Background: an optimization exercise with open tools, aiming at small area, a short achievable clock period and few clock cycles. Do not read the settings as production practice.
At most, simulation tests tie the RTL to the original design; equivalence was not proved.
For run 1, only the layout was checked, not whether the RTL still works.
Power and IR drop assume default switching activity.

**design/flow/constraint.sdc**
```tcl
create_clock -name core_clock -period 5.0 [get_ports {CLK}]
set_input_delay 1.0000 -clock core_clock [delete_from_list [all_inputs] [get_ports {CLK}]]
set_output_delay 1.0000 -clock core_clock [all_outputs]
set_load 0.01 [all_outputs]
```
**design/flow/run.sh**
```bash
#!/bin/bash
# synth_recipe.tcl (not shown) runs the flow's synth.tcl, then flattens the netlist and writes it again
# the make line also repeats each setting of config.mk as NAME=value (left out here)
make -C /OpenROAD-flow-scripts/flow DESIGN_CONFIG=/design/flow/config.mk WORK_HOME=/design/flow/orfs CLKGATE_MAP_FILE= SYNTH_SCRIPT=/design/flow/synth_recipe.tcl finish
```
**design/flow/design.v**
```verilog
module JAM (
input CLK,
input RST,
output reg [2:0] W,
output reg [2:0] J,
input [6:0] Cost,
output reg [3:0] MatchCount,
output reg [9:0] MinCost,
output reg Valid );
function [1:0] cmp8;
  input [7:0] p;
  input [7:0] q;
  reg [7:0] x, g;
  reg l;
  integer k;
  begin
    x = p ^ q;
    g = ~p & q;
    l = 1'b0;
    for (k = 0; k < 8; k = k + 1) l = g[k] | (~x[k] & l);
    cmp8 = {l, ~|x};
  end
endfunction
function [1:0] cmp9;
  input [8:0] p;
  input [8:0] q;
  reg [8:0] x, g;
  reg l;
  integer k;
  begin
    x = p ^ q;
    g = ~p & q;
    l = 1'b0;
    for (k = 0; k < 9; k = k + 1) l = g[k] | (~x[k] & l);
    cmp9 = {l, ~|x};
  end
endfunction
function [1:0] cmp10;
  input [9:0] p;
  input [9:0] q;
  reg [9:0] x, g;
  reg l;
  integer k;
  begin
    x = p ^ q;
    g = ~p & q;
    l = 1'b0;
    for (k = 0; k < 10; k = k + 1) l = g[k] | (~x[k] & l);
    cmp10 = {l, ~|x};
  end
endfunction
reg [7:0] cnt;
wire reading = (cnt[7:6] == 2'd0);
always @(posedge CLK or posedge RST)
  if (RST) cnt <= 8'd0;
  else if (cnt != 8'd255) cnt <= cnt + 8'd1;
wire [7:0] cntn = cnt + 8'd1;
reg [2:0] wnext;
always @(*) begin
  case (cntn[5:3])
    3'd0: wnext = 3'd0;
    3'd1: wnext = 3'd4;
    3'd2: wnext = 3'd1;
    3'd3: wnext = 3'd5;
    3'd4: wnext = 3'd2;
    3'd5: wnext = 3'd6;
    3'd6: wnext = 3'd3;
    3'd7: wnext = 3'd7;
    default: wnext = 3'd0;
  endcase
end
always @(posedge CLK or posedge RST)
  if (RST) begin W <= 3'd0; J <= 3'd0; end
  else begin W <= wnext; J <= cntn[2:0]; end
reg [6:0] R0_0, R0_1, R0_2, R0_3, R0_4, R0_5, R0_6, R0_7;
reg [6:0] R1_0, R1_1, R1_2, R1_3, R1_4, R1_5, R1_6, R1_7;
reg [6:0] R2_0, R2_1, R2_2, R2_3, R2_4, R2_5, R2_6, R2_7;
reg [6:0] R3_0, R3_1, R3_2, R3_3, R3_4, R3_5, R3_6, R3_7;
reg [6:0] R4_0, R4_1, R4_2, R4_3, R4_4, R4_5, R4_6, R4_7;
reg [6:0] R5_0, R5_1, R5_2, R5_3, R5_4, R5_5, R5_6, R5_7;
reg [6:0] R6_0, R6_1, R6_2, R6_3, R6_4, R6_5, R6_6, R6_7;
reg [6:0] R7_0, R7_1, R7_2, R7_3, R7_4, R7_5, R7_6, R7_7;
always @(posedge CLK) begin
  R0_0 <= R0_1;
  R0_1 <= R0_2;
  R0_2 <= R0_3;
  R0_3 <= R0_4;
  R0_4 <= R0_5;
  R0_5 <= R0_6;
  R0_6 <= R0_7;
  R0_7 <= (reading && W == 3'd0) ? Cost : R0_0;
  R1_0 <= R1_1;
  R1_1 <= R1_2;
  R1_2 <= R1_3;
  R1_3 <= R1_4;
  R1_4 <= R1_5;
  R1_5 <= R1_6;
  R1_6 <= R1_7;
  R1_7 <= (reading && W == 3'd1) ? Cost : R1_0;
  R2_0 <= R2_1;
  R2_1 <= R2_2;
  R2_2 <= R2_3;
  R2_3 <= R2_4;
  R2_4 <= R2_5;
  R2_5 <= R2_6;
  R2_6 <= R2_7;
  R2_7 <= (reading && W == 3'd2) ? Cost : R2_0;
  R3_0 <= R3_1;
  R3_1 <= R3_2;
  R3_2 <= R3_3;
  R3_3 <= R3_4;
  R3_4 <= R3_5;
  R3_5 <= R3_6;
  R3_6 <= R3_7;
  R3_7 <= (reading && W == 3'd3) ? Cost : R3_0;
  R4_0 <= R4_1;
  R4_1 <= R4_2;
  R4_2 <= R4_3;
  R4_3 <= R4_4;
  R4_4 <= R4_5;
  R4_5 <= R4_6;
  R4_6 <= R4_7;
  R4_7 <= (reading && W == 3'd4) ? Cost : R4_0;
  R5_0 <= R5_1;
  R5_1 <= R5_2;
  R5_2 <= R5_3;
  R5_3 <= R5_4;
  R5_4 <= R5_5;
  R5_5 <= R5_6;
  R5_6 <= R5_7;
  R5_7 <= (reading && W == 3'd5) ? Cost : R5_0;
  R6_0 <= R6_1;
  R6_1 <= R6_2;
  R6_2 <= R6_3;
  R6_3 <= R6_4;
  R6_4 <= R6_5;
  R6_5 <= R6_6;
  R6_6 <= R6_7;
  R6_7 <= (reading && W == 3'd6) ? Cost : R6_0;
  R7_0 <= R7_1;
  R7_1 <= R7_2;
  R7_2 <= R7_3;
  R7_3 <= R7_4;
  R7_4 <= R7_5;
  R7_5 <= R7_6;
  R7_6 <= R7_7;
  R7_7 <= (reading && W == 3'd7) ? Cost : R7_0;
end
wire ev0 = (cnt >= 8'd61) && (cnt < 8'd131);
wire last0 = (cnt == 8'd130);
reg [7:1] ev, lst;
always @(posedge CLK or posedge RST)
  if (RST) begin ev <= 7'd0; lst <= 7'd0; end
  else begin ev <= {ev[6:1], ev0}; lst <= {lst[6:1], last0}; end
wire [7:0] kn = cntn - 8'd60;
reg [3:0] patn;
always @(*) begin
  case (kn)
    8'd0: patn = 4'd0;
    8'd1: patn = 4'd0;
    8'd2: patn = 4'd0;
    8'd3: patn = 4'd0;
    8'd4: patn = 4'd0;
    8'd5: patn = 4'd0;
    8'd6: patn = 4'd0;
    8'd7: patn = 4'd0;
    8'd8: patn = 4'd1;
    8'd9: patn = 4'd1;
    8'd10: patn = 4'd1;
    8'd11: patn = 4'd1;
    8'd12: patn = 4'd1;
    8'd13: patn = 4'd1;
    8'd14: patn = 4'd1;
    8'd15: patn = 4'd1;
    8'd16: patn = 4'd2;
    8'd17: patn = 4'd2;
    8'd18: patn = 4'd2;
    8'd19: patn = 4'd2;
    8'd20: patn = 4'd2;
    8'd21: patn = 4'd2;
    8'd22: patn = 4'd2;
    8'd23: patn = 4'd2;
    8'd24: patn = 4'd3;
    8'd25: patn = 4'd3;
    8'd26: patn = 4'd3;
    8'd27: patn = 4'd3;
    8'd28: patn = 4'd3;
    8'd29: patn = 4'd3;
    8'd30: patn = 4'd3;
    8'd31: patn = 4'd3;
    8'd32: patn = 4'd4;
    8'd33: patn = 4'd4;
    8'd34: patn = 4'd4;
    8'd35: patn = 4'd4;
    8'd36: patn = 4'd4;
    8'd37: patn = 4'd4;
    8'd38: patn = 4'd4;
    8'd39: patn = 4'd4;
    8'd40: patn = 4'd5;
    8'd41: patn = 4'd5;
    8'd42: patn = 4'd5;
    8'd43: patn = 4'd5;
    8'd44: patn = 4'd5;
    8'd45: patn = 4'd5;
    8'd46: patn = 4'd5;
    8'd47: patn = 4'd5;
    8'd48: patn = 4'd6;
    8'd49: patn = 4'd6;
    8'd50: patn = 4'd6;
    8'd51: patn = 4'd6;
    8'd52: patn = 4'd6;
    8'd53: patn = 4'd6;
    8'd54: patn = 4'd6;
    8'd55: patn = 4'd6;
    8'd56: patn = 4'd7;
    8'd57: patn = 4'd7;
    8'd58: patn = 4'd7;
    8'd59: patn = 4'd7;
    8'd60: patn = 4'd7;
    8'd61: patn = 4'd7;
    8'd62: patn = 4'd7;
    8'd63: patn = 4'd7;
    8'd64: patn = 4'd8;
    8'd65: patn = 4'd8;
    8'd66: patn = 4'd8;
    8'd67: patn = 4'd8;
    8'd68: patn = 4'd9;
    8'd69: patn = 4'd9;
    default: patn = 4'd0;
  endcase
end
reg [3:0] patD0, patD1, patD2, patD3, patD4;
always @(posedge CLK) begin
  patD0 <= patn;
  patD1 <= patD0;
  patD2 <= patD1;
  patD3 <= patD2;
  patD4 <= patD3;
end
wire [6:0] X0_0 = R0_0;
wire [6:0] X1_0 = R1_0;
reg [6:0] X0_1; reg [6:0] X0_1_d;
always @(*) begin
  case (patD0)
    4'd0: X0_1_d = R0_2;
    4'd1: X0_1_d = R0_6;
    4'd2: X0_1_d = R0_2;
    4'd3: X0_1_d = R0_2;
    4'd4: X0_1_d = R0_2;
    4'd5: X0_1_d = R0_6;
    4'd6: X0_1_d = R0_6;
    4'd7: X0_1_d = R0_2;
    4'd8: X0_1_d = R0_2;
    4'd9: X0_1_d = R0_3;
    default: X0_1_d = R0_2;
  endcase
end
always @(posedge CLK) X0_1 <= X0_1_d;
reg [6:0] X1_1; reg [6:0] X1_1_d;
always @(*) begin
  case (patD0)
    4'd0: X1_1_d = R1_2;
    4'd1: X1_1_d = R1_6;
    4'd2: X1_1_d = R1_2;
    4'd3: X1_1_d = R1_2;
    4'd4: X1_1_d = R1_2;
    4'd5: X1_1_d = R1_6;
    4'd6: X1_1_d = R1_6;
    4'd7: X1_1_d = R1_2;
    4'd8: X1_1_d = R1_2;
    4'd9: X1_1_d = R1_3;
    default: X1_1_d = R1_2;
  endcase
end
always @(posedge CLK) X1_1 <= X1_1_d;
reg [6:0] X0_2; reg [6:0] X0_2_d;
always @(*) begin
  case (patD0)
    4'd0: X0_2_d = R0_3;
    4'd1: X0_2_d = R0_5;
    4'd2: X0_2_d = R0_3;
    4'd3: X0_2_d = R0_3;
    4'd4: X0_2_d = R0_5;
    4'd5: X0_2_d = R0_3;
    4'd6: X0_2_d = R0_3;
    4'd7: X0_2_d = R0_5;
    4'd8: X0_2_d = R0_5;
    4'd9: X0_2_d = R0_5;
    default: X0_2_d = R0_3;
  endcase
end
always @(posedge CLK) X0_2 <= X0_2_d;
reg [6:0] X1_2; reg [6:0] X1_2_d;
always @(*) begin
  case (patD0)
    4'd0: X1_2_d = R1_3;
    4'd1: X1_2_d = R1_5;
    4'd2: X1_2_d = R1_3;
    4'd3: X1_2_d = R1_3;
    4'd4: X1_2_d = R1_5;
    4'd5: X1_2_d = R1_3;
    4'd6: X1_2_d = R1_3;
    4'd7: X1_2_d = R1_5;
    4'd8: X1_2_d = R1_5;
    4'd9: X1_2_d = R1_5;
    default: X1_2_d = R1_3;
  endcase
end
always @(posedge CLK) X1_2 <= X1_2_d;
reg [6:0] X0_3; reg [6:0] X0_3_d;
always @(*) begin
  case (patD0)
    4'd0: X0_3_d = R0_4;
    4'd1: X0_3_d = R0_7;
    4'd2: X0_3_d = R0_6;
    4'd3: X0_3_d = R0_7;
    4'd4: X0_3_d = R0_4;
    4'd5: X0_3_d = R0_7;
    4'd6: X0_3_d = R0_4;
    4'd7: X0_3_d = R0_7;
    4'd8: X0_3_d = R0_6;
    4'd9: X0_3_d = R0_7;
    default: X0_3_d = R0_4;
  endcase
end
always @(posedge CLK) X0_3 <= X0_3_d;
reg [6:0] X1_3; reg [6:0] X1_3_d;
always @(*) begin
  case (patD0)
    4'd0: X1_3_d = R1_4;
    4'd1: X1_3_d = R1_7;
    4'd2: X1_3_d = R1_6;
    4'd3: X1_3_d = R1_7;
    4'd4: X1_3_d = R1_4;
    4'd5: X1_3_d = R1_7;
    4'd6: X1_3_d = R1_4;
    4'd7: X1_3_d = R1_7;
    4'd8: X1_3_d = R1_6;
    4'd9: X1_3_d = R1_7;
    default: X1_3_d = R1_4;
  endcase
end
always @(posedge CLK) X1_3 <= X1_3_d;
wire [6:0] X2_0 = R2_6;
reg [6:0] X2_1; reg [6:0] X2_1_d;
always @(*) begin
  case (patD2)
    4'd0: X2_1_d = R2_0;
    4'd1: X2_1_d = R2_4;
    4'd2: X2_1_d = R2_0;
    4'd3: X2_1_d = R2_0;
    4'd4: X2_1_d = R2_0;
    4'd5: X2_1_d = R2_4;
    4'd6: X2_1_d = R2_4;
    4'd7: X2_1_d = R2_0;
    4'd8: X2_1_d = R2_0;
    4'd9: X2_1_d = R2_1;
    default: X2_1_d = R2_0;
  endcase
end
always @(posedge CLK) X2_1 <= X2_1_d;
reg [6:0] X2_2; reg [6:0] X2_2_d;
always @(*) begin
  case (patD2)
    4'd0: X2_2_d = R2_1;
    4'd1: X2_2_d = R2_3;
    4'd2: X2_2_d = R2_1;
    4'd3: X2_2_d = R2_1;
    4'd4: X2_2_d = R2_3;
    4'd5: X2_2_d = R2_1;
    4'd6: X2_2_d = R2_1;
    4'd7: X2_2_d = R2_3;
    4'd8: X2_2_d = R2_3;
    4'd9: X2_2_d = R2_3;
    default: X2_2_d = R2_1;
  endcase
end
always @(posedge CLK) X2_2 <= X2_2_d;
reg [6:0] X2_3; reg [6:0] X2_3_d;
always @(*) begin
  case (patD2)
    4'd0: X2_3_d = R2_2;
    4'd1: X2_3_d = R2_5;
    4'd2: X2_3_d = R2_4;
    4'd3: X2_3_d = R2_5;
    4'd4: X2_3_d = R2_2;
    4'd5: X2_3_d = R2_5;
    4'd6: X2_3_d = R2_2;
    4'd7: X2_3_d = R2_5;
    4'd8: X2_3_d = R2_4;
    4'd9: X2_3_d = R2_5;
    default: X2_3_d = R2_2;
  endcase
end
always @(posedge CLK) X2_3 <= X2_3_d;
wire [6:0] X3_0 = R3_4;
reg [6:0] X3_1; reg [6:0] X3_1_d;
always @(*) begin
  case (patD4)
    4'd0: X3_1_d = R3_6;
    4'd1: X3_1_d = R3_2;
    4'd2: X3_1_d = R3_6;
    4'd3: X3_1_d = R3_6;
    4'd4: X3_1_d = R3_6;
    4'd5: X3_1_d = R3_2;
    4'd6: X3_1_d = R3_2;
    4'd7: X3_1_d = R3_6;
    4'd8: X3_1_d = R3_6;
    4'd9: X3_1_d = R3_7;
    default: X3_1_d = R3_6;
  endcase
end
always @(posedge CLK) X3_1 <= X3_1_d;
reg [6:0] X3_2; reg [6:0] X3_2_d;
always @(*) begin
  case (patD4)
    4'd0: X3_2_d = R3_7;
    4'd1: X3_2_d = R3_1;
    4'd2: X3_2_d = R3_7;
    4'd3: X3_2_d = R3_7;
    4'd4: X3_2_d = R3_1;
    4'd5: X3_2_d = R3_7;
    4'd6: X3_2_d = R3_7;
    4'd7: X3_2_d = R3_1;
    4'd8: X3_2_d = R3_1;
    4'd9: X3_2_d = R3_1;
    default: X3_2_d = R3_7;
  endcase
end
always @(posedge CLK) X3_2 <= X3_2_d;
reg [6:0] X3_3; reg [6:0] X3_3_d;
always @(*) begin
  case (patD4)
    4'd0: X3_3_d = R3_0;
    4'd1: X3_3_d = R3_3;
    4'd2: X3_3_d = R3_2;
    4'd3: X3_3_d = R3_3;
    4'd4: X3_3_d = R3_0;
    4'd5: X3_3_d = R3_3;
    4'd6: X3_3_d = R3_0;
    4'd7: X3_3_d = R3_3;
    4'd8: X3_3_d = R3_2;
    4'd9: X3_3_d = R3_3;
    default: X3_3_d = R3_0;
  endcase
end
always @(posedge CLK) X3_3 <= X3_3_d;
reg [7:0] TS_01_1, TS_01_2;
reg [7:0] TS_02_1, TS_02_2;
reg [7:0] TS_03_1, TS_03_2;
reg [7:0] TS_12_1, TS_12_2;
reg [7:0] TS_13_1, TS_13_2;
reg [7:0] TS_23_1, TS_23_2;
always @(posedge CLK) begin
  TS_01_1 <= X0_0 + X1_1;
  TS_01_2 <= X0_1 + X1_0;
  TS_02_1 <= X0_0 + X1_2;
  TS_02_2 <= X0_2 + X1_0;
  TS_03_1 <= X0_0 + X1_3;
  TS_03_2 <= X0_3 + X1_0;
  TS_12_1 <= X0_1 + X1_2;
  TS_12_2 <= X0_2 + X1_1;
  TS_13_1 <= X0_1 + X1_3;
  TS_13_2 <= X0_3 + X1_1;
  TS_23_1 <= X0_2 + X1_3;
  TS_23_2 <= X0_3 + X1_2;
end
wire [1:0] TP_01_c = cmp8(TS_01_1, TS_01_2);
reg [7:0] TP_01; reg TP_01_e;
wire [1:0] TP_02_c = cmp8(TS_02_1, TS_02_2);
reg [7:0] TP_02; reg TP_02_e;
wire [1:0] TP_03_c = cmp8(TS_03_1, TS_03_2);
reg [7:0] TP_03; reg TP_03_e;
wire [1:0] TP_12_c = cmp8(TS_12_1, TS_12_2);
reg [7:0] TP_12; reg TP_12_e;
wire [1:0] TP_13_c = cmp8(TS_13_1, TS_13_2);
reg [7:0] TP_13; reg TP_13_e;
wire [1:0] TP_23_c = cmp8(TS_23_1, TS_23_2);
reg [7:0] TP_23; reg TP_23_e;
always @(posedge CLK) begin
  TP_01 <= TP_01_c[1] ? TS_01_1 : TS_01_2;
  TP_01_e <= TP_01_c[0];
  TP_02 <= TP_02_c[1] ? TS_02_1 : TS_02_2;
  TP_02_e <= TP_02_c[0];
  TP_03 <= TP_03_c[1] ? TS_03_1 : TS_03_2;
  TP_03_e <= TP_03_c[0];
  TP_12 <= TP_12_c[1] ? TS_12_1 : TS_12_2;
  TP_12_e <= TP_12_c[0];
  TP_13 <= TP_13_c[1] ? TS_13_1 : TS_13_2;
  TP_13_e <= TP_13_c[0];
  TP_23 <= TP_23_c[1] ? TS_23_1 : TS_23_2;
  TP_23_e <= TP_23_c[0];
end
reg [5:0] TE2, TE3;
always @(posedge CLK) begin
  TE2 <= {TP_23_e, TP_13_e, TP_12_e, TP_03_e, TP_02_e, TP_01_e};
  TE3 <= TE2;
end
reg [8:0] TU3_012_0, TU3_012_1, TU3_012_2;
reg [8:0] TU3_013_0, TU3_013_1, TU3_013_3;
reg [8:0] TU3_023_0, TU3_023_2, TU3_023_3;
reg [8:0] TU3_123_1, TU3_123_2, TU3_123_3;
always @(posedge CLK) begin
  TU3_012_0 <= {1'b0, TP_12} + {2'b0, X2_0};
  TU3_012_1 <= {1'b0, TP_02} + {2'b0, X2_1};
  TU3_012_2 <= {1'b0, TP_01} + {2'b0, X2_2};
  TU3_013_0 <= {1'b0, TP_13} + {2'b0, X2_0};
  TU3_013_1 <= {1'b0, TP_03} + {2'b0, X2_1};
  TU3_013_3 <= {1'b0, TP_01} + {2'b0, X2_3};
  TU3_023_0 <= {1'b0, TP_23} + {2'b0, X2_0};
  TU3_023_2 <= {1'b0, TP_03} + {2'b0, X2_2};
  TU3_023_3 <= {1'b0, TP_02} + {2'b0, X2_3};
  TU3_123_1 <= {1'b0, TP_23} + {2'b0, X2_1};
  TU3_123_2 <= {1'b0, TP_13} + {2'b0, X2_2};
  TU3_123_3 <= {1'b0, TP_12} + {2'b0, X2_3};
end
wire [1:0] TF3_012_c01 = cmp9(TU3_012_0, TU3_012_1);
wire [1:0] TF3_012_c02 = cmp9(TU3_012_0, TU3_012_2);
wire [1:0] TF3_012_c12 = cmp9(TU3_012_1, TU3_012_2);
wire TF3_012_m0 = ~(~TF3_012_c01[1] & ~TF3_012_c01[0]) & ~(~TF3_012_c02[1] & ~TF3_012_c02[0]);
wire TF3_012_m1 = ~TF3_012_c01[1] & ~(~TF3_012_c12[1] & ~TF3_012_c12[0]);
wire TF3_012_m2 = ~TF3_012_c02[1] & ~TF3_012_c12[1];
reg [8:0] TV3_012; reg [2:0] TM3_012;
always @(posedge CLK) begin
  TV3_012 <= ({9{TF3_012_m0}} & TU3_012_0) | ({9{TF3_012_m1}} & TU3_012_1) | ({9{TF3_012_m2}} & TU3_012_2);
  TM3_012 <= {TF3_012_m2, TF3_012_m1, TF3_012_m0};
end
wire [1:0] TF3_013_c01 = cmp9(TU3_013_0, TU3_013_1);
wire [1:0] TF3_013_c02 = cmp9(TU3_013_0, TU3_013_3);
wire [1:0] TF3_013_c12 = cmp9(TU3_013_1, TU3_013_3);
wire TF3_013_m0 = ~(~TF3_013_c01[1] & ~TF3_013_c01[0]) & ~(~TF3_013_c02[1] & ~TF3_013_c02[0]);
wire TF3_013_m1 = ~TF3_013_c01[1] & ~(~TF3_013_c12[1] & ~TF3_013_c12[0]);
wire TF3_013_m2 = ~TF3_013_c02[1] & ~TF3_013_c12[1];
reg [8:0] TV3_013; reg [2:0] TM3_013;
always @(posedge CLK) begin
  TV3_013 <= ({9{TF3_013_m0}} & TU3_013_0) | ({9{TF3_013_m1}} & TU3_013_1) | ({9{TF3_013_m2}} & TU3_013_3);
  TM3_013 <= {TF3_013_m2, TF3_013_m1, TF3_013_m0};
end
wire [1:0] TF3_023_c01 = cmp9(TU3_023_0, TU3_023_2);
wire [1:0] TF3_023_c02 = cmp9(TU3_023_0, TU3_023_3);
wire [1:0] TF3_023_c12 = cmp9(TU3_023_2, TU3_023_3);
wire TF3_023_m0 = ~(~TF3_023_c01[1] & ~TF3_023_c01[0]) & ~(~TF3_023_c02[1] & ~TF3_023_c02[0]);
wire TF3_023_m1 = ~TF3_023_c01[1] & ~(~TF3_023_c12[1] & ~TF3_023_c12[0]);
wire TF3_023_m2 = ~TF3_023_c02[1] & ~TF3_023_c12[1];
reg [8:0] TV3_023; reg [2:0] TM3_023;
always @(posedge CLK) begin
  TV3_023 <= ({9{TF3_023_m0}} & TU3_023_0) | ({9{TF3_023_m1}} & TU3_023_2) | ({9{TF3_023_m2}} & TU3_023_3);
  TM3_023 <= {TF3_023_m2, TF3_023_m1, TF3_023_m0};
end
wire [1:0] TF3_123_c01 = cmp9(TU3_123_1, TU3_123_2);
wire [1:0] TF3_123_c02 = cmp9(TU3_123_1, TU3_123_3);
wire [1:0] TF3_123_c12 = cmp9(TU3_123_2, TU3_123_3);
wire TF3_123_m0 = ~(~TF3_123_c01[1] & ~TF3_123_c01[0]) & ~(~TF3_123_c02[1] & ~TF3_123_c02[0]);
wire TF3_123_m1 = ~TF3_123_c01[1] & ~(~TF3_123_c12[1] & ~TF3_123_c12[0]);
wire TF3_123_m2 = ~TF3_123_c02[1] & ~TF3_123_c12[1];
reg [8:0] TV3_123; reg [2:0] TM3_123;
always @(posedge CLK) begin
  TV3_123 <= ({9{TF3_123_m0}} & TU3_123_1) | ({9{TF3_123_m1}} & TU3_123_2) | ({9{TF3_123_m2}} & TU3_123_3);
  TM3_123 <= {TF3_123_m2, TF3_123_m1, TF3_123_m0};
end
reg [9:0] TU4_0, TU4_1, TU4_2, TU4_3;
reg [2:0] TN3_0, TN3_1, TN3_2, TN3_3;
always @(posedge CLK) begin
  TU4_0 <= {1'b0, TV3_123} + {3'b0, X3_0};
  TN3_0 <= ({3{TM3_123[0]}} & {1'b0, TE3[5], ~TE3[5]}) + ({3{TM3_123[1]}} & {1'b0, TE3[4], ~TE3[4]}) + ({3{TM3_123[2]}} & {1'b0, TE3[3], ~TE3[3]});
  TU4_1 <= {1'b0, TV3_023} + {3'b0, X3_1};
  TN3_1 <= ({3{TM3_023[0]}} & {1'b0, TE3[5], ~TE3[5]}) + ({3{TM3_023[1]}} & {1'b0, TE3[2], ~TE3[2]}) + ({3{TM3_023[2]}} & {1'b0, TE3[1], ~TE3[1]});
  TU4_2 <= {1'b0, TV3_013} + {3'b0, X3_2};
  TN3_2 <= ({3{TM3_013[0]}} & {1'b0, TE3[4], ~TE3[4]}) + ({3{TM3_013[1]}} & {1'b0, TE3[2], ~TE3[2]}) + ({3{TM3_013[2]}} & {1'b0, TE3[0], ~TE3[0]});
  TU4_3 <= {1'b0, TV3_012} + {3'b0, X3_3};
  TN3_3 <= ({3{TM3_012[0]}} & {1'b0, TE3[3], ~TE3[3]}) + ({3{TM3_012[1]}} & {1'b0, TE3[1], ~TE3[1]}) + ({3{TM3_012[2]}} & {1'b0, TE3[0], ~TE3[0]});
end
wire [1:0] TF4_c01 = cmp10(TU4_0, TU4_1);
wire [1:0] TF4_c02 = cmp10(TU4_0, TU4_2);
wire [1:0] TF4_c03 = cmp10(TU4_0, TU4_3);
wire [1:0] TF4_c12 = cmp10(TU4_1, TU4_2);
wire [1:0] TF4_c13 = cmp10(TU4_1, TU4_3);
wire [1:0] TF4_c23 = cmp10(TU4_2, TU4_3);
wire TF4_m0 = ~(~TF4_c01[1] & ~TF4_c01[0]) & ~(~TF4_c02[1] & ~TF4_c02[0]) & ~(~TF4_c03[1] & ~TF4_c03[0]);
wire TF4_m1 = ~TF4_c01[1] & ~(~TF4_c12[1] & ~TF4_c12[0]) & ~(~TF4_c13[1] & ~TF4_c13[0]);
wire TF4_m2 = ~TF4_c02[1] & ~TF4_c12[1] & ~(~TF4_c23[1] & ~TF4_c23[0]);
wire TF4_m3 = ~TF4_c03[1] & ~TF4_c13[1] & ~TF4_c23[1];
reg [9:0] TV4; reg [3:0] TM4; reg [2:0] TN4_0, TN4_1, TN4_2, TN4_3;
always @(posedge CLK) begin
  TV4 <= ({10{TF4_m0}} & TU4_0) | ({10{TF4_m1}} & TU4_1) | ({10{TF4_m2}} & TU4_2) | ({10{TF4_m3}} & TU4_3);
  TM4 <= {TF4_m3, TF4_m2, TF4_m1, TF4_m0};
  TN4_0 <= TN3_0;
  TN4_1 <= TN3_1;
  TN4_2 <= TN3_2;
  TN4_3 <= TN3_3;
end
wire [3:0] Tn = ({4{TM4[0]}} & {1'b0, TN4_0}) + ({4{TM4[1]}} & {1'b0, TN4_1}) + ({4{TM4[2]}} & {1'b0, TN4_2}) + ({4{TM4[3]}} & {1'b0, TN4_3});
reg [6:0] X4_0; reg [6:0] X4_0_d;
always @(*) begin
  case (patD0)
    4'd0: X4_0_d = R4_5;
    4'd1: X4_0_d = R4_3;
    4'd2: X4_0_d = R4_5;
    4'd3: X4_0_d = R4_5;
    4'd4: X4_0_d = R4_3;
    4'd5: X4_0_d = R4_5;
    4'd6: X4_0_d = R4_5;
    4'd7: X4_0_d = R4_3;
    4'd8: X4_0_d = R4_3;
    4'd9: X4_0_d = R4_6;
    default: X4_0_d = R4_5;
  endcase
end
always @(posedge CLK) X4_0 <= X4_0_d;
reg [6:0] X5_0; reg [6:0] X5_0_d;
always @(*) begin
  case (patD0)
    4'd0: X5_0_d = R5_5;
    4'd1: X5_0_d = R5_3;
    4'd2: X5_0_d = R5_5;
    4'd3: X5_0_d = R5_5;
    4'd4: X5_0_d = R5_3;
    4'd5: X5_0_d = R5_5;
    4'd6: X5_0_d = R5_5;
    4'd7: X5_0_d = R5_3;
    4'd8: X5_0_d = R5_3;
    4'd9: X5_0_d = R5_6;
    default: X5_0_d = R5_5;
  endcase
end
always @(posedge CLK) X5_0 <= X5_0_d;
reg [6:0] X4_1; reg [6:0] X4_1_d;
always @(*) begin
  case (patD0)
    4'd0: X4_1_d = R4_6;
    4'd1: X4_1_d = R4_2;
    4'd2: X4_1_d = R4_4;
    4'd3: X4_1_d = R4_6;
    4'd4: X4_1_d = R4_6;
    4'd5: X4_1_d = R4_2;
    4'd6: X4_1_d = R4_2;
    4'd7: X4_1_d = R4_6;
    4'd8: X4_1_d = R4_4;
    4'd9: X4_1_d = R4_2;
    default: X4_1_d = R4_6;
  endcase
end
always @(posedge CLK) X4_1 <= X4_1_d;
reg [6:0] X5_1; reg [6:0] X5_1_d;
always @(*) begin
  case (patD0)
    4'd0: X5_1_d = R5_6;
    4'd1: X5_1_d = R5_2;
    4'd2: X5_1_d = R5_4;
    4'd3: X5_1_d = R5_6;
    4'd4: X5_1_d = R5_6;
    4'd5: X5_1_d = R5_2;
    4'd6: X5_1_d = R5_2;
    4'd7: X5_1_d = R5_6;
    4'd8: X5_1_d = R5_4;
    4'd9: X5_1_d = R5_2;
    default: X5_1_d = R5_6;
  endcase
end
always @(posedge CLK) X5_1 <= X5_1_d;
wire [6:0] X4_2 = R4_7;
wire [6:0] X5_2 = R5_7;
reg [6:0] X4_3; reg [6:0] X4_3_d;
always @(*) begin
  case (patD0)
    4'd0: X4_3_d = R4_7;
    4'd1: X4_3_d = R4_4;
    4'd2: X4_3_d = R4_7;
    4'd3: X4_3_d = R4_4;
    4'd4: X4_3_d = R4_7;
    4'd5: X4_3_d = R4_4;
    4'd6: X4_3_d = R4_7;
    4'd7: X4_3_d = R4_4;
    4'd8: X4_3_d = R4_7;
    4'd9: X4_3_d = R4_4;
    default: X4_3_d = R4_7;
  endcase
end
always @(posedge CLK) X4_3 <= X4_3_d;
reg [6:0] X5_3; reg [6:0] X5_3_d;
always @(*) begin
  case (patD0)
    4'd0: X5_3_d = R5_7;
    4'd1: X5_3_d = R5_4;
    4'd2: X5_3_d = R5_7;
    4'd3: X5_3_d = R5_4;
    4'd4: X5_3_d = R5_7;
    4'd5: X5_3_d = R5_4;
    4'd6: X5_3_d = R5_7;
    4'd7: X5_3_d = R5_4;
    4'd8: X5_3_d = R5_7;
    4'd9: X5_3_d = R5_4;
    default: X5_3_d = R5_7;
  endcase
end
always @(posedge CLK) X5_3 <= X5_3_d;
reg [6:0] X6_0; reg [6:0] X6_0_d;
always @(*) begin
  case (patD2)
    4'd0: X6_0_d = R6_3;
    4'd1: X6_0_d = R6_1;
    4'd2: X6_0_d = R6_3;
    4'd3: X6_0_d = R6_3;
    4'd4: X6_0_d = R6_1;
    4'd5: X6_0_d = R6_3;
    4'd6: X6_0_d = R6_3;
    4'd7: X6_0_d = R6_1;
    4'd8: X6_0_d = R6_1;
    4'd9: X6_0_d = R6_4;
    default: X6_0_d = R6_3;
  endcase
end
always @(posedge CLK) X6_0 <= X6_0_d;
reg [6:0] X6_1; reg [6:0] X6_1_d;
always @(*) begin
  case (patD2)
    4'd0: X6_1_d = R6_4;
    4'd1: X6_1_d = R6_0;
    4'd2: X6_1_d = R6_2;
    4'd3: X6_1_d = R6_4;
    4'd4: X6_1_d = R6_4;
    4'd5: X6_1_d = R6_0;
    4'd6: X6_1_d = R6_0;
    4'd7: X6_1_d = R6_4;
    4'd8: X6_1_d = R6_2;
    4'd9: X6_1_d = R6_0;
    default: X6_1_d = R6_4;
  endcase
end
always @(posedge CLK) X6_1 <= X6_1_d;
wire [6:0] X6_2 = R6_5;
reg [6:0] X6_3; reg [6:0] X6_3_d;
always @(*) begin
  case (patD2)
    4'd0: X6_3_d = R6_5;
    4'd1: X6_3_d = R6_2;
    4'd2: X6_3_d = R6_5;
    4'd3: X6_3_d = R6_2;
    4'd4: X6_3_d = R6_5;
    4'd5: X6_3_d = R6_2;
    4'd6: X6_3_d = R6_5;
    4'd7: X6_3_d = R6_2;
    4'd8: X6_3_d = R6_5;
    4'd9: X6_3_d = R6_2;
    default: X6_3_d = R6_5;
  endcase
end
always @(posedge CLK) X6_3 <= X6_3_d;
reg [6:0] X7_0; reg [6:0] X7_0_d;
always @(*) begin
  case (patD4)
    4'd0: X7_0_d = R7_1;
    4'd1: X7_0_d = R7_7;
    4'd2: X7_0_d = R7_1;
    4'd3: X7_0_d = R7_1;
    4'd4: X7_0_d = R7_7;
    4'd5: X7_0_d = R7_1;
    4'd6: X7_0_d = R7_1;
    4'd7: X7_0_d = R7_7;
    4'd8: X7_0_d = R7_7;
    4'd9: X7_0_d = R7_2;
    default: X7_0_d = R7_1;
  endcase
end
always @(posedge CLK) X7_0 <= X7_0_d;
reg [6:0] X7_1; reg [6:0] X7_1_d;
always @(*) begin
  case (patD4)
    4'd0: X7_1_d = R7_2;
    4'd1: X7_1_d = R7_6;
    4'd2: X7_1_d = R7_0;
    4'd3: X7_1_d = R7_2;
    4'd4: X7_1_d = R7_2;
    4'd5: X7_1_d = R7_6;
    4'd6: X7_1_d = R7_6;
    4'd7: X7_1_d = R7_2;
    4'd8: X7_1_d = R7_0;
    4'd9: X7_1_d = R7_6;
    default: X7_1_d = R7_2;
  endcase
end
always @(posedge CLK) X7_1 <= X7_1_d;
wire [6:0] X7_2 = R7_3;
reg [6:0] X7_3; reg [6:0] X7_3_d;
always @(*) begin
  case (patD4)
    4'd0: X7_3_d = R7_3;
    4'd1: X7_3_d = R7_0;
    4'd2: X7_3_d = R7_3;
    4'd3: X7_3_d = R7_0;
    4'd4: X7_3_d = R7_3;
    4'd5: X7_3_d = R7_0;
    4'd6: X7_3_d = R7_3;
    4'd7: X7_3_d = R7_0;
    4'd8: X7_3_d = R7_3;
    4'd9: X7_3_d = R7_0;
    default: X7_3_d = R7_3;
  endcase
end
always @(posedge CLK) X7_3 <= X7_3_d;
reg [7:0] BS_01_1, BS_01_2;
reg [7:0] BS_02_1, BS_02_2;
reg [7:0] BS_03_1, BS_03_2;
reg [7:0] BS_12_1, BS_12_2;
reg [7:0] BS_13_1, BS_13_2;
reg [7:0] BS_23_1, BS_23_2;
always @(posedge CLK) begin
  BS_01_1 <= X4_0 + X5_1;
  BS_01_2 <= X4_1 + X5_0;
  BS_02_1 <= X4_0 + X5_2;
  BS_02_2 <= X4_2 + X5_0;
  BS_03_1 <= X4_0 + X5_3;
  BS_03_2 <= X4_3 + X5_0;
  BS_12_1 <= X4_1 + X5_2;
  BS_12_2 <= X4_2 + X5_1;
  BS_13_1 <= X4_1 + X5_3;
  BS_13_2 <= X4_3 + X5_1;
  BS_23_1 <= X4_2 + X5_3;
  BS_23_2 <= X4_3 + X5_2;
end
wire [1:0] BP_01_c = cmp8(BS_01_1, BS_01_2);
reg [7:0] BP_01; reg BP_01_e;
wire [1:0] BP_02_c = cmp8(BS_02_1, BS_02_2);
reg [7:0] BP_02; reg BP_02_e;
wire [1:0] BP_03_c = cmp8(BS_03_1, BS_03_2);
reg [7:0] BP_03; reg BP_03_e;
wire [1:0] BP_12_c = cmp8(BS_12_1, BS_12_2);
reg [7:0] BP_12; reg BP_12_e;
wire [1:0] BP_13_c = cmp8(BS_13_1, BS_13_2);
reg [7:0] BP_13; reg BP_13_e;
wire [1:0] BP_23_c = cmp8(BS_23_1, BS_23_2);
reg [7:0] BP_23; reg BP_23_e;
always @(posedge CLK) begin
  BP_01 <= BP_01_c[1] ? BS_01_1 : BS_01_2;
  BP_01_e <= BP_01_c[0];
  BP_02 <= BP_02_c[1] ? BS_02_1 : BS_02_2;
  BP_02_e <= BP_02_c[0];
  BP_03 <= BP_03_c[1] ? BS_03_1 : BS_03_2;
  BP_03_e <= BP_03_c[0];
  BP_12 <= BP_12_c[1] ? BS_12_1 : BS_12_2;
  BP_12_e <= BP_12_c[0];
  BP_13 <= BP_13_c[1] ? BS_13_1 : BS_13_2;
  BP_13_e <= BP_13_c[0];
  BP_23 <= BP_23_c[1] ? BS_23_1 : BS_23_2;
  BP_23_e <= BP_23_c[0];
end
reg [5:0] BE2, BE3;
always @(posedge CLK) begin
  BE2 <= {BP_23_e, BP_13_e, BP_12_e, BP_03_e, BP_02_e, BP_01_e};
  BE3 <= BE2;
end
reg [8:0] BU3_012_0, BU3_012_1, BU3_012_2;
reg [8:0] BU3_013_0, BU3_013_1, BU3_013_3;
reg [8:0] BU3_023_0, BU3_023_2, BU3_023_3;
reg [8:0] BU3_123_1, BU3_123_2, BU3_123_3;
always @(posedge CLK) begin
  BU3_012_0 <= {1'b0, BP_12} + {2'b0, X6_0};
  BU3_012_1 <= {1'b0, BP_02} + {2'b0, X6_1};
  BU3_012_2 <= {1'b0, BP_01} + {2'b0, X6_2};
  BU3_013_0 <= {1'b0, BP_13} + {2'b0, X6_0};
  BU3_013_1 <= {1'b0, BP_03} + {2'b0, X6_1};
  BU3_013_3 <= {1'b0, BP_01} + {2'b0, X6_3};
  BU3_023_0 <= {1'b0, BP_23} + {2'b0, X6_0};
  BU3_023_2 <= {1'b0, BP_03} + {2'b0, X6_2};
  BU3_023_3 <= {1'b0, BP_02} + {2'b0, X6_3};
  BU3_123_1 <= {1'b0, BP_23} + {2'b0, X6_1};
  BU3_123_2 <= {1'b0, BP_13} + {2'b0, X6_2};
  BU3_123_3 <= {1'b0, BP_12} + {2'b0, X6_3};
end
wire [1:0] BF3_012_c01 = cmp9(BU3_012_0, BU3_012_1);
wire [1:0] BF3_012_c02 = cmp9(BU3_012_0, BU3_012_2);
wire [1:0] BF3_012_c12 = cmp9(BU3_012_1, BU3_012_2);
wire BF3_012_m0 = ~(~BF3_012_c01[1] & ~BF3_012_c01[0]) & ~(~BF3_012_c02[1] & ~BF3_012_c02[0]);
wire BF3_012_m1 = ~BF3_012_c01[1] & ~(~BF3_012_c12[1] & ~BF3_012_c12[0]);
wire BF3_012_m2 = ~BF3_012_c02[1] & ~BF3_012_c12[1];
reg [8:0] BV3_012; reg [2:0] BM3_012;
always @(posedge CLK) begin
  BV3_012 <= ({9{BF3_012_m0}} & BU3_012_0) | ({9{BF3_012_m1}} & BU3_012_1) | ({9{BF3_012_m2}} & BU3_012_2);
  BM3_012 <= {BF3_012_m2, BF3_012_m1, BF3_012_m0};
end
wire [1:0] BF3_013_c01 = cmp9(BU3_013_0, BU3_013_1);
wire [1:0] BF3_013_c02 = cmp9(BU3_013_0, BU3_013_3);
wire [1:0] BF3_013_c12 = cmp9(BU3_013_1, BU3_013_3);
wire BF3_013_m0 = ~(~BF3_013_c01[1] & ~BF3_013_c01[0]) & ~(~BF3_013_c02[1] & ~BF3_013_c02[0]);
wire BF3_013_m1 = ~BF3_013_c01[1] & ~(~BF3_013_c12[1] & ~BF3_013_c12[0]);
wire BF3_013_m2 = ~BF3_013_c02[1] & ~BF3_013_c12[1];
reg [8:0] BV3_013; reg [2:0] BM3_013;
always @(posedge CLK) begin
  BV3_013 <= ({9{BF3_013_m0}} & BU3_013_0) | ({9{BF3_013_m1}} & BU3_013_1) | ({9{BF3_013_m2}} & BU3_013_3);
  BM3_013 <= {BF3_013_m2, BF3_013_m1, BF3_013_m0};
end
wire [1:0] BF3_023_c01 = cmp9(BU3_023_0, BU3_023_2);
wire [1:0] BF3_023_c02 = cmp9(BU3_023_0, BU3_023_3);
wire [1:0] BF3_023_c12 = cmp9(BU3_023_2, BU3_023_3);
wire BF3_023_m0 = ~(~BF3_023_c01[1] & ~BF3_023_c01[0]) & ~(~BF3_023_c02[1] & ~BF3_023_c02[0]);
wire BF3_023_m1 = ~BF3_023_c01[1] & ~(~BF3_023_c12[1] & ~BF3_023_c12[0]);
wire BF3_023_m2 = ~BF3_023_c02[1] & ~BF3_023_c12[1];
reg [8:0] BV3_023; reg [2:0] BM3_023;
always @(posedge CLK) begin
  BV3_023 <= ({9{BF3_023_m0}} & BU3_023_0) | ({9{BF3_023_m1}} & BU3_023_2) | ({9{BF3_023_m2}} & BU3_023_3);
  BM3_023 <= {BF3_023_m2, BF3_023_m1, BF3_023_m0};
end
wire [1:0] BF3_123_c01 = cmp9(BU3_123_1, BU3_123_2);
wire [1:0] BF3_123_c02 = cmp9(BU3_123_1, BU3_123_3);
wire [1:0] BF3_123_c12 = cmp9(BU3_123_2, BU3_123_3);
wire BF3_123_m0 = ~(~BF3_123_c01[1] & ~BF3_123_c01[0]) & ~(~BF3_123_c02[1] & ~BF3_123_c02[0]);
wire BF3_123_m1 = ~BF3_123_c01[1] & ~(~BF3_123_c12[1] & ~BF3_123_c12[0]);
wire BF3_123_m2 = ~BF3_123_c02[1] & ~BF3_123_c12[1];
reg [8:0] BV3_123; reg [2:0] BM3_123;
always @(posedge CLK) begin
  BV3_123 <= ({9{BF3_123_m0}} & BU3_123_1) | ({9{BF3_123_m1}} & BU3_123_2) | ({9{BF3_123_m2}} & BU3_123_3);
  BM3_123 <= {BF3_123_m2, BF3_123_m1, BF3_123_m0};
end
reg [9:0] BU4_0, BU4_1, BU4_2, BU4_3;
reg [2:0] BN3_0, BN3_1, BN3_2, BN3_3;
always @(posedge CLK) begin
  BU4_0 <= {1'b0, BV3_123} + {3'b0, X7_0};
  BN3_0 <= ({3{BM3_123[0]}} & {1'b0, BE3[5], ~BE3[5]}) + ({3{BM3_123[1]}} & {1'b0, BE3[4], ~BE3[4]}) + ({3{BM3_123[2]}} & {1'b0, BE3[3], ~BE3[3]});
  BU4_1 <= {1'b0, BV3_023} + {3'b0, X7_1};
  BN3_1 <= ({3{BM3_023[0]}} & {1'b0, BE3[5], ~BE3[5]}) + ({3{BM3_023[1]}} & {1'b0, BE3[2], ~BE3[2]}) + ({3{BM3_023[2]}} & {1'b0, BE3[1], ~BE3[1]});
  BU4_2 <= {1'b0, BV3_013} + {3'b0, X7_2};
  BN3_2 <= ({3{BM3_013[0]}} & {1'b0, BE3[4], ~BE3[4]}) + ({3{BM3_013[1]}} & {1'b0, BE3[2], ~BE3[2]}) + ({3{BM3_013[2]}} & {1'b0, BE3[0], ~BE3[0]});
  BU4_3 <= {1'b0, BV3_012} + {3'b0, X7_3};
  BN3_3 <= ({3{BM3_012[0]}} & {1'b0, BE3[3], ~BE3[3]}) + ({3{BM3_012[1]}} & {1'b0, BE3[1], ~BE3[1]}) + ({3{BM3_012[2]}} & {1'b0, BE3[0], ~BE3[0]});
end
wire [1:0] BF4_c01 = cmp10(BU4_0, BU4_1);
wire [1:0] BF4_c02 = cmp10(BU4_0, BU4_2);
wire [1:0] BF4_c03 = cmp10(BU4_0, BU4_3);
wire [1:0] BF4_c12 = cmp10(BU4_1, BU4_2);
wire [1:0] BF4_c13 = cmp10(BU4_1, BU4_3);
wire [1:0] BF4_c23 = cmp10(BU4_2, BU4_3);
wire BF4_m0 = ~(~BF4_c01[1] & ~BF4_c01[0]) & ~(~BF4_c02[1] & ~BF4_c02[0]) & ~(~BF4_c03[1] & ~BF4_c03[0]);
wire BF4_m1 = ~BF4_c01[1] & ~(~BF4_c12[1] & ~BF4_c12[0]) & ~(~BF4_c13[1] & ~BF4_c13[0]);
wire BF4_m2 = ~BF4_c02[1] & ~BF4_c12[1] & ~(~BF4_c23[1] & ~BF4_c23[0]);
wire BF4_m3 = ~BF4_c03[1] & ~BF4_c13[1] & ~BF4_c23[1];
reg [9:0] BV4; reg [3:0] BM4; reg [2:0] BN4_0, BN4_1, BN4_2, BN4_3;
always @(posedge CLK) begin
  BV4 <= ({10{BF4_m0}} & BU4_0) | ({10{BF4_m1}} & BU4_1) | ({10{BF4_m2}} & BU4_2) | ({10{BF4_m3}} & BU4_3);
  BM4 <= {BF4_m3, BF4_m2, BF4_m1, BF4_m0};
  BN4_0 <= BN3_0;
  BN4_1 <= BN3_1;
  BN4_2 <= BN3_2;
  BN4_3 <= BN3_3;
end
wire [3:0] Bn = ({4{BM4[0]}} & {1'b0, BN4_0}) + ({4{BM4[1]}} & {1'b0, BN4_1}) + ({4{BM4[2]}} & {1'b0, BN4_2}) + ({4{BM4[3]}} & {1'b0, BN4_3});
reg [9:0] tot; reg [3:0] Fn, Gn;
always @(posedge CLK) begin
  tot <= TV4 + BV4;
  Fn <= Tn; Gn <= Bn;
end
wire [3:0] totn = Fn * Gn;
wire [1:0] tc = cmp10(tot, MinCost);
always @(posedge CLK or posedge RST) begin
  if (RST) begin
    MinCost <= 10'd1023;
    MatchCount <= 4'd0;
    Valid <= 1'b0;
  end else begin
    if (ev[7]) begin
      if (tc[1]) begin
        MinCost <= tot;
        MatchCount <= totn;
      end else if (tc[0]) begin
        MatchCount <= MatchCount + totn;
      end
    end
    if (lst[7]) Valid <= 1'b1;
  end
end
endmodule
```
**design/flow/config.mk**
```make
export PLATFORM = sky130hd
export DESIGN_NAME = JAM
export DESIGN_NICKNAME = JAM
export VERILOG_FILES = /design/flow/design.v
export SDC_FILE = /design/flow/constraint.sdc
export NUM_CORES = 4
export LEC_CHECK = 0
export CAP_MARGIN = 20
export CORE_MARGIN = 2
export CORE_UTILIZATION = 40
export SETUP_SLACK_MARGIN = 2.5
export SLEW_MARGIN = 20
export TNS_END_PERCENT = 100
```
==> summary.md, run 1 <==
| Metric | Value |
|---|---|
| Status | timing/DRC/antenna clean |
| Top_reg_cell synth | dfxtp_1 |
| Hold path start | R7_4[6] |
| Clock latency at the later pin of the worst-skew pair | 800 ps |
| Crit-path slowest cell | dfstp_2 |
| Worst Hold Path EP | R7_3[6] |
| Clock power share | 0.261 |
| Peak supply drop | 0.3503 mV |
| NetSw | 16.37 mW |
| Post-place setup slack | 2156 ps |
| Via density | 5.033 |
| Yosys warning total | 1 |
| Area growth syn-to-layout | 13.85% |
| Gpl congestion | 0.9193 |
| Synth top area share | 0.4539 |
| Number of synthesized flops with an enable pin | 0 |
| IO Count | 30 |
| Hold Path Stages | 0 |
| DP HPWL | 131600 um |
| Max-Slew Margin vs Limit | 0.2718 |
| First-pass GRT wire length | 252900 um |
| Async SR Flop Fraction | 0.02888 |
| Fmax | 404.9 MHz |
| Post-synthesis compound-gate area fraction | 0.1268 |
| CTS tree | done |
| Share of layout cells above drive strength 1 | 0.09714 |
| Synth Area per Inst | 10.48 um2 |
| Routed WL per cell | 19.74 um |
| Clock skew | 49.73 ps |
| Antenna-violating nets left | 0 |
| WP data arrival | 1470 ps |
| Maximum fanout along the worst path | 3 |
| Buffers on Ports | 29 |
| Die X | 403.3 um |
| GRT Total Usage | 0.2026 |
| Startpoint Class | flip-flop |
| Final Cycle Share | 0.4939 |
| Distinct cells, synth | 71 |
| TNS Setup | 0 ps |
| Post-route setup slack | 2530 ps |
| Core Rows | 146 |
| Synthesis-stage register bit count | 1489 |
| CTS max path bufs | 3 |
| R2R Path Start | TU3_013_3[1] |
| Seq pwr share | 0.376 |
| Crit path cell chain | buf_6 |
| Fillers | 14.67k |
| Critical path's largest stage delay | 560 ps |
| Initial antenna violation count | 9 |
| Mapped cell area | 63780 um2 |
| Worst-path clk slew | 60 ps |
| Seq/Total Area, Yosys | 0.4709 |
| CTS Buf Count | 156 |
| Register Area | 30080 um2 |
| Die area | 162700 um2 |
| Multi-input gate area | 31310 um2 |
| Top post-synthesis cells by area | dfxtp_1, ha_1, inv_1 |
| Pwr Density | 616.9 nW/um2 |
| Cell family with most CP delay | flip-flops |
| Initial DRC Count | 2524 |
| Initial Utilization | 0.4027 |
| CP Class | flip-flop to output pin |
| R2r setup slk | 2550 ps |
| Worst EP required | 4000 ps |
| Hold Path Class | flip-flop to flip-flop |
| Nets | 7220 |
| Post-synth top area cell | dfxtp_1 |
| Final min period | 2470 ps |
| Core area | 158400 um2 |
| Worst Reg-to-Reg Cells | 9 |
| Dominant cell by count in the synthesized netlist | dfxtp_1 |
| Mapped Cells | 6085 |
| Final hold vios | 0 |
| Mux contribution to synthesized area | 0.02797 |
| Die H | 403.3 um |
| R2R Path End | TV3_013[0] |
| Largest family of logic cells by synthesized area | adder cells |
| RSZ-0062 raised after global routing | yes |
| H-tree Lvls | 4 |
| WP buf/inv | 1 |
| Levels on crit path | 1 |
| Crit. End Element | output pin |
| XOR/XNOR share of the synthesized area | 0.04498 |
| Largest net degree at the start of global routing | 44 |
| Final setup violation count | 0 |
| Comb pwr share | 0.364 |
| Cells after DPL | 8117 |
| Worst slew pin tran | 1089 ps |
| Post-Synth Simple-Gate Area | 0.08280 |
| CTS Sinks | 1489 |
| Synthesized net count | 7059 |
| Synth cell count leaders | dfxtp_1, ha_1, inv_1 |
| Layout Cells excl Fill | 8447 |
| Router iterations before antenna repair | 9 |
| # Max-Cap Violations | 0 |
| Max Slew Vio Count | 0 |
| P_int | 28.42 mW |
| P_leak | 34.21 nW |
| Via count | 42.51k |
| Root Buffer | clkbuf_16 |
| Grt ovf | 0 |
| # DRC | 0 |
| Adder and majority gate portion of the synthesized area | 0.1994 |
| Switching share of power | 0.3655 |
| Vias in the first global route | 42.68k |
| Wirelength, routed | 166700 um |
-- area by class of cell --
| type | instances | area share |
|---|---|---|
| Clock buffer | 213 | 0.06086 |
| Tap cell | 2072 | 0.03570 |
| Clock inverter | 71 | 0.01168 |
| Multi-Input combinational cell | 3814 | 0.4312 |
| Timing Repair Buffer | 88 | 0.01017 |
| Inverter | 697 | 0.03608 |
| Sequential cell | 1489 | 0.4142 |
| Antenna cell | 3 | 0.0001034 |
-- cells in the final DEF, fill, tap and decap left out, types with 62 or more instances in the layout --
| master | n |
|---|---|
| dfxtp_1 | 1421 |
| nand2b_1 | 67 |
| mux2_2 | 154 |
| xnor2_1 | 232 |
| a21oi_1 | 346 |
| inv_1 | 694 |
| nand2_1 | 512 |
| nand3_1 | 62 |
| clkbuf_16 | 157 |
| nor2_1 | 124 |
| xor2_1 | 88 |
| a22oi_1 | 87 |
| nor2b_1 | 120 |
| ha_1 | 872 |
| a21o_1 | 208 |
| fa_1 | 83 |
| o21ai_0 | 263 |
| a221o_1 | 79 |
| nor3_1 | 92 |
-- power by group through the flow --
stage	Sequential [mW]	Combinational [mW]	Clock [mW]
after global routing	17.1	18.3	12.4
after floorplan	15.8	11.3	0
after global placement	17.1	14.8	0
after detailed placement	17.1	15.0	0
after CTS	16.8	15.4	11.9
final	16.8	16.3	11.7
-- worst max path at each step --
stage                       startpoint         end
after floorplan                 TM4[2]       Fn[3]
after global placement    TU3_123_1[3]  TV3_123[1]
after detailed placement      patD0[2]     X0_2[0]
after CTS                   MinCost[8]  MinCost[8]
after global routing           R7_3[0]    BU4_2[8]
final                       MinCost[8]  MinCost[8]
-- metal layers --
metal | track usage | share of wire | wire (um)
met1 | 0.2778 | 0.48 | 79490
met4 | 0.06163 | 0.028 | 4632
met5 | 0 | 0 | 0
met2 | 0.3303 | 0.46 | 76080
met3 | 0.02805 | 0.039 | 6517
-- flip-flops by register name (all words and copies together) (netlist names), 10 cells and up --
| signal | count |
|---|---|
| BU4_2 | 10 |
| TU4_3 | 10 |
| tot | 10 |
| BU4_0 | 10 |
| TU4_0 | 10 |
| BU4_3 | 10 |
| TU4_1 | 10 |
| TV4 | 10 |
| MinCost | 10 |
| BV4 | 10 |
| BU4_1 | 10 |
| TU4_2 | 10 |
-- metrics by stage --
step | area (um2) | hold slack [ps] | utilization | total power [mW]
2_1_floorplan | 63780 | 309.6 | - | 27.08
3_3_place_gp | 66470 | 309.7 | 0.4197 | 31.83
3_5_place_dp | 66480 | 312.1 | 0.4197 | 32.11
4_1_cts | 72000 | 296.8 | 0.4546 | 44.13
5_1_grt | 72610 | 302.2 | 0.4584 | 47.76
6_report | 72620 | 294.4 | 0.4585 | 44.80
-- what timing repair did --
action | in CTS | in global routing
resized for setup | 104 | 125
cloned | 0 | 7
hold buffers | 0 | 0
setup endpoints to repair | 129 | 161
hold endpoints to repair | 0 | 0
pin swaps | 8 | 38
setup buffers | 19 | 17
-- logic make-up (layout without fill, tap and decap cells) --
group | Yosys count | after routing
flip-flops | 1489 | 1489
AO/OA/AOI/OAI | 1235 | 1237
AND/OR/NAND/NOR | 1124 | 1127
adder cells (fa/ha/maj) | 965 | 965
buffers and inverters | 787 | 1069
XOR/XNOR | 326 | 326
multiplexers | 159 | 159
other | 0 | 3
==> inputs of run 2 (changes only) <==
--- a/design/flow/design.v
+++ b/design/flow/design.v
@@ -85,74 +85,75 @@
   R0_1 <= R0_2;
   R0_2 <= R0_3;
   R0_3 <= R0_4;
-  R0_4 <= R0_5;
   R0_5 <= R0_6;
   R0_6 <= R0_7;
-  R0_7 <= (reading && W == 3'd0) ? Cost : R0_0;
+  R0_7 <= R0_0;
+  R0_4 <= (reading && W == 3'd0) ? Cost : R0_5;
   R1_0 <= R1_1;
   R1_1 <= R1_2;
   R1_2 <= R1_3;
   R1_3 <= R1_4;
-  R1_4 <= R1_5;
   R1_5 <= R1_6;
   R1_6 <= R1_7;
-  R1_7 <= (reading && W == 3'd1) ? Cost : R1_0;
+  R1_7 <= R1_0;
+  R1_4 <= (reading && W == 3'd1) ? Cost : R1_5;
   R2_0 <= R2_1;
   R2_1 <= R2_2;
   R2_2 <= R2_3;
   R2_3 <= R2_4;
-  R2_4 <= R2_5;
   R2_5 <= R2_6;
   R2_6 <= R2_7;
-  R2_7 <= (reading && W == 3'd2) ? Cost : R2_0;
+  R2_7 <= R2_0;
+  R2_4 <= (reading && W == 3'd2) ? Cost : R2_5;
   R3_0 <= R3_1;
   R3_1 <= R3_2;
   R3_2 <= R3_3;
   R3_3 <= R3_4;
-  R3_4 <= R3_5;
   R3_5 <= R3_6;
   R3_6 <= R3_7;
-  R3_7 <= (reading && W == 3'd3) ? Cost : R3_0;
+  R3_7 <= R3_0;
+  R3_4 <= (reading && W == 3'd3) ? Cost : R3_5;
   R4_0 <= R4_1;
   R4_1 <= R4_2;
   R4_2 <= R4_3;
   R4_3 <= R4_4;
-  R4_4 <= R4_5;
   R4_5 <= R4_6;
   R4_6 <= R4_7;
-  R4_7 <= (reading && W == 3'd4) ? Cost : R4_0;
+  R4_7 <= R4_0;
+  R4_4 <= (reading && W == 3'd4) ? Cost : R4_5;
   R5_0 <= R5_1;
   R5_1 <= R5_2;
   R5_2 <= R5_3;
   R5_3 <= R5_4;
-  R5_4 <= R5_5;
   R5_5 <= R5_6;
   R5_6 <= R5_7;
-  R5_7 <= (reading && W == 3'd5) ? Cost : R5_0;
+  R5_7 <= R5_0;
+  R5_4 <= (reading && W == 3'd5) ? Cost : R5_5;
   R6_0 <= R6_1;
   R6_1 <= R6_2;
   R6_2 <= R6_3;
   R6_3 <= R6_4;
-  R6_4 <= R6_5;
   R6_5 <= R6_6;
   R6_6 <= R6_7;
-  R6_7 <= (reading && W == 3'd6) ? Cost : R6_0;
+  R6_7 <= R6_0;
+  R6_4 <= (reading && W == 3'd6) ? Cost : R6_5;
   R7_0 <= R7_1;
   R7_1 <= R7_2;
   R7_2 <= R7_3;
   R7_3 <= R7_4;
-  R7_4 <= R7_5;
   R7_5 <= R7_6;
   R7_6 <= R7_7;
-  R7_7 <= (reading && W == 3'd7) ? Cost : R7_0;
+  R7_7 <= R7_0;
+  R7_4 <= (reading && W == 3'd7) ? Cost : R7_5;
 end
-wire ev0 = (cnt >= 8'd61) && (cnt < 8'd131);
-wire last0 = (cnt == 8'd130);
-reg [7:1] ev, lst;
+wire ev0 = (cnt >= 8'd57) && (cnt < 8'd127);
+wire last0 = (cnt == 8'd126);
+wire first0 = (cnt == 8'd57);
+reg [7:1] ev, lst, fst;
 always @(posedge CLK or posedge RST)
-  if (RST) begin ev <= 7'd0; lst <= 7'd0; end
-  else begin ev <= {ev[6:1], ev0}; lst <= {lst[6:1], last0}; end
-wire [7:0] kn = cntn - 8'd60;
+  if (RST) begin ev <= 7'd0; lst <= 7'd0; fst <= 7'd0; end
+  else begin ev <= {ev[6:1], ev0}; lst <= {lst[6:1], last0}; fst <= {fst[6:1], first0}; end
+wire [7:0] kn = cntn - 8'd56;
 reg [3:0] patn;
 always @(*) begin
   case (kn)
@@ -950,21 +951,15 @@
 end
 wire [3:0] totn = Fn * Gn;
 wire [1:0] tc = cmp10(tot, MinCost);
-always @(posedge CLK or posedge RST) begin
-  if (RST) begin
-    MinCost <= 10'd1023;
-    MatchCount <= 4'd0;
-    Valid <= 1'b0;
-  end else begin
-    if (ev[7]) begin
-      if (tc[1]) begin
-        MinCost <= tot;
-        MatchCount <= totn;
-      end else if (tc[0]) begin
-        MatchCount <= MatchCount + totn;
-      end
-    end
-    if (lst[7]) Valid <= 1'b1;
+always @(posedge CLK) begin
+  if (fst[7] || (ev[7] && tc[1])) begin
+    MinCost <= tot;
+    MatchCount <= totn;
+  end else if (ev[7] && tc[0]) begin
+    MatchCount <= MatchCount + totn;
   end
 end
+always @(posedge CLK or posedge RST)
+  if (RST) Valid <= 1'b0;
+  else if (lst[7]) Valid <= 1'b1;
 endmodule
--- a/design/flow/config.mk
+++ b/design/flow/config.mk
@@ -8,6 +8,8 @@
 export CAP_MARGIN = 20
 export CORE_MARGIN = 2
 export CORE_UTILIZATION = 40
-export SETUP_SLACK_MARGIN = 2.5
+export CTS_CLUSTER_DIAMETER = 100
+export CTS_CLUSTER_SIZE = 30
+export SETUP_SLACK_MARGIN = 3.0
 export SLEW_MARGIN = 20
 export TNS_END_PERCENT = 100
==> run 2 against run 1 <==
Clock-buffer cell count decreased by 139. Routed wire length is 11% higher. Hold slack better by 23 ps. Register-to-register slack better by 40 ps. Utilization increased by 2.9 points. Via count is 7.9% higher. Sequential cell count rose by 7. Largest power group is now combinational logic.
==> summary.md, run 2 <==
| Metric | Value |
|---|---|
| CTS tree | done |
| Fmax | 415.4 MHz (+2.6%) |
| Post-synth top area cell | dfxtp_1 |
| CTS Hold Bufs | 0 (unchanged) |
| CP Class | flip-flop to flip-flop |
| Most used cell, CP | fa_1 |
| # DRC | 0 (unchanged) |
| Vias in the first global route | 45.34k (+6.2%) |
| Final min period | 2407 ps (-62.42 ps) |
| TNS Setup | 0 ps (unchanged) |
| Grt ovf | 0 (unchanged) |
| Crit path cell chain | nand2_2, fa_1, inv_1, fa_1, ha_2, inv_2, fa_2, xnor2_2, xnor2_1 |
| Fin util | 0.4874 (+0.02891) |
| GRT Total Usage | 0.2127 (+0.01010) |
| H-tree Lvls | 2 (-2) |
| Die H | 407.4 um (+1.0%) |
| Final Cycle Share | 0.4814 (-0.01248) |
| Antenna-violating nets left | 0 (unchanged) |
| Hold Path Class | flip-flop to flip-flop |
| Commonest non-fill, non-tap cell in the layout | dfxtp_1 |
| Die X | 407.4 um (+1.0%) |
| # Max-Cap Violations | 0 (unchanged) |
| Top post-synthesis cells by area | dfxtp_1, ha_1, inv_1 |
| Mapped Cells | 6274 (+3.1%) |
| Peak supply drop | 0.3591 mV (+2.5%) |
| RSZ-0062 raised after global routing | yes |
| Via count | 45.89k (+7.9%) |
| CTS Sinks | 1496 (+0.47%) |
| Nets | 7661 (+6.1%) |
| Routed WL per cell | 20.78 um (+5.3%) |
| Buffers on Ports | 29 (unchanged) |
| Wirelength, routed | 184700 um (+11%) |
| Initial antenna violation count | 18 (+9) |
| Yosys warning total | 1 (unchanged) |
| Core Rows | 148 (+1.4%) |
| Largest net degree at the start of global routing | 37 (-16%) |
| Synthesized net count | 7248 (+2.7%) |
| Crit. End Element | flip-flop |
| Worst EP required | 5600 ps (+1600 ps) |
| Tightest hold margin | 317.2 ps (+22.79 ps) |
| Crit-path slowest cell | fa_1 |
| Synth cell count leaders | dfxtp_1, ha_1, inv_1 |
| Number of synthesized flops with an enable pin | 14 (+14) |
| Final hold vios | 0 (unchanged) |
| Pwr Density | 600.9 nW/um2 (-2.6%) |
| Area growth syn-to-layout | 21.47% |
| Initial DRC Count | 3002 (+19%) |
| First-pass GRT wire length | 274900 um (+8.7%) |
| Max-Slew Margin vs Limit | 0.4165 (+0.1447) |
| Distinct cells, synth | 80 (+13%) |
| Synth top area share | 0.4447 (-0.009134) |
| Core area | 162200 um2 (+2.4%) |
| IO Count | 30 (unchanged) |
| Gpl congestion | 0.9364 (+1.9%) |
| Router iterations before antenna repair | 6 (-3) |
| Top_reg_cell synth | dfxtp_1 |
| Initial Utilization | 0.4013 (-0.001448) |
| Dominant cell by count in the synthesized netlist | dfxtp_1 |
| Share of layout cells above drive strength 1 | 0.2803 (+0.1832) |
| Worst slew pin tran | 875.2 ps (-213.6 ps) |
| P_leak | 34.64 nW (+1.3%) |
| Fillers | 14.65k (-0.20%) |
| Synth Area per Inst | 10.37 um2 (-1.0%) |
| Die area | 166000 um2 (+2.0%) |
| Root Buffer | clkbuf_16 |
| WP data arrival | 3010 ps (+1540 ps) |
| Seq/Total Area, Yosys | 0.4650 (-0.005902) |
| Status | timing/DRC/antenna clean |
| Synthesis-stage register bit count | 1496 (+0.47%) |
| Clock skew | 36.03 ps (-13.70 ps) |
| DP HPWL | 139700 um (+6.1%) |
| Clock latency at the later pin of the worst-skew pair | 730 ps (-70 ps) |
| CTS max path bufs | 3 (unchanged) |
| Startpoint Class | flip-flop |
| Async SR Flop Fraction | 0.02406 (-0.004814) |
| CTS Buf Count | 60 (-62%) |
| Worst-path clk slew | 120 ps (+60 ps) |
| Max Slew Vio Count | 0 (unchanged) |
| Via density | 5.162 (+2.6%) |
| Maximum fanout along the worst path | 3 (unchanged) |
| Most frequent cells in the layout | dfxtp_1, ha_1, inv_1 |
| Final setup violation count | 0 (unchanged) |
| Mapped cell area | 65090 um2 (+2.1%) |
| Critical path's largest stage delay | 520 ps (-40 ps) |
==> run 2: cell types whose count changed after synthesis, moves of 50 or more <==
cell	previous run	this run
o211ai_1	4	68
a21o_1	208	141
o21bai_1	51	1
nor2_1	125	325
xor2_1	89	18
a21boi_0	35	109
a21oi_1	351	235
o21a_1	13	69
==> run 2: cell type report <==
class,count,area (um2),share of cell area
Inverter,679,2624,0.03319
Tap cell,2175,2721,0.03442
Clock buffer,74,1574,0.01991
Clock inverter,15,260.3,0.003292
Multi-Input combinational cell,4039,37300,0.4718
Antenna cell,1,2.502,0.00003165
Timing Repair Buffer,411,3675,0.04648
Sequential cell,1496,30910,0.3909
==> run 2: worst max-delay path: cells and delay by family, from the launching register on <==
kind | cells | cell delay (ps)
buf+inv | 2 | 90
fa+ha+maj | 4 | 1520
flops | 1 | 360
xor+xnor | 2 | 270
simple gates | 1 | 60
==> run 2: metal layers <==
metal / track usage / up-vias / share of wire
met4: 0.06034 / 2 / 0.033
met2: 0.3504 / 1081 / 0.46
li1: - / 22446 / -
met1: 0.2980 / 22095 / 0.47
met5: 0 / - / 0.000070
met3: 0.01724 / 267 / 0.040
==> run 2: cell families after synthesis <==
kind of cell,share of synthesized area
buffers and inverters,0.04448
DFF,0.4650
AOI/OAI and AO/OA,0.1280
adders and majority gates,0.1954
xor gates and xnor gates,0.03741
muxes,0.02958
and+or+nand+nor,0.1001
==> run 2: power by group <==
part | switching, mW | total, mW | internal (mW) | leakage, nW
logic | 12.6 | 24.0 | 11.3 | 21.0
clock network | 3.82 | 6.23 | 2.42 | 0.884
registers | 2.55 | 17.3 | 14.8 | 12.7
==> run 2: path summary, 6_finish.rpt <==
check	start	slack [ps]	endpoint	depth (start not counted)
worst min-delay path	R4_0[1]	320	R4_7[1]	0
worst max-delay path	BM4[2]	2590	Gn[3]	9
worst max register to register	BM4[2]	2590	Gn[3]	9
max in group asynchronous	RST	3900	fst[6]	3
worst min register to register	R4_0[1]	320	R4_7[1]	0
min in group asynchronous	RST	690	J[2]	3
==> run 2: per-stage QoR <==
stage	instances	setup WS [ps]	instance area (um2)	total power, mW
floorplan	6274	2662	65390	27.91
global placement	8415	2191	68170	33.35
detailed placement	8415	2132	68170	33.58
CTS	8779	2596	75960	45.03
global route	8889	2493	79060	50.24
finish	8890	2593	79060	47.51
==> run 2: what timing repair did <==
| action | CTS | global route |
|---|---|---|
| setup buffers | 259 | 106 |
| pin swaps | 438 | 389 |
| gates cloned | 16 | 4 |
| endpoints found under the setup margin | 522 | 477 |
| resized for setup | 1195 | 644 |
Testbench counts of run 2, summed over its fixed seeds: cycles 5,392.

==> afterwards: timing with drivers on the ports <==
In the flow no input, the clock included, has a driving cell. The finished layouts below were timed again as built, in two steps. Step 1: set_driving_cell puts a clkbuf_16 on CLK and a buf_2 on each other input, an assumption about the parent block. Step 2 adds t to the input delays and takes it off the output delays; t is the mean of the earliest and latest rising clock arrival at the registers after step 1. Input paths then give back, and output paths get back, about the clock's delay inside the block. Three values: ideal, step 1, step 2; two values: the first two.
run	shift t [ns]	setup WS [ns]	worst setup path at the end	worst slew at a driven data input, ns	cell pins on the clock port's net
run 1	0.856	2.530 / 2.454 / 2.275	input to register	0.03	1
run 2	0.786	2.593 / 2.593 / 2.497	input to register	0.05	1
After both steps setup and hold are still met in every run listed. For run 1, which loses most, drivers alone change the setup slack by -0.076 ns; drivers and shift together by -0.255 ns.
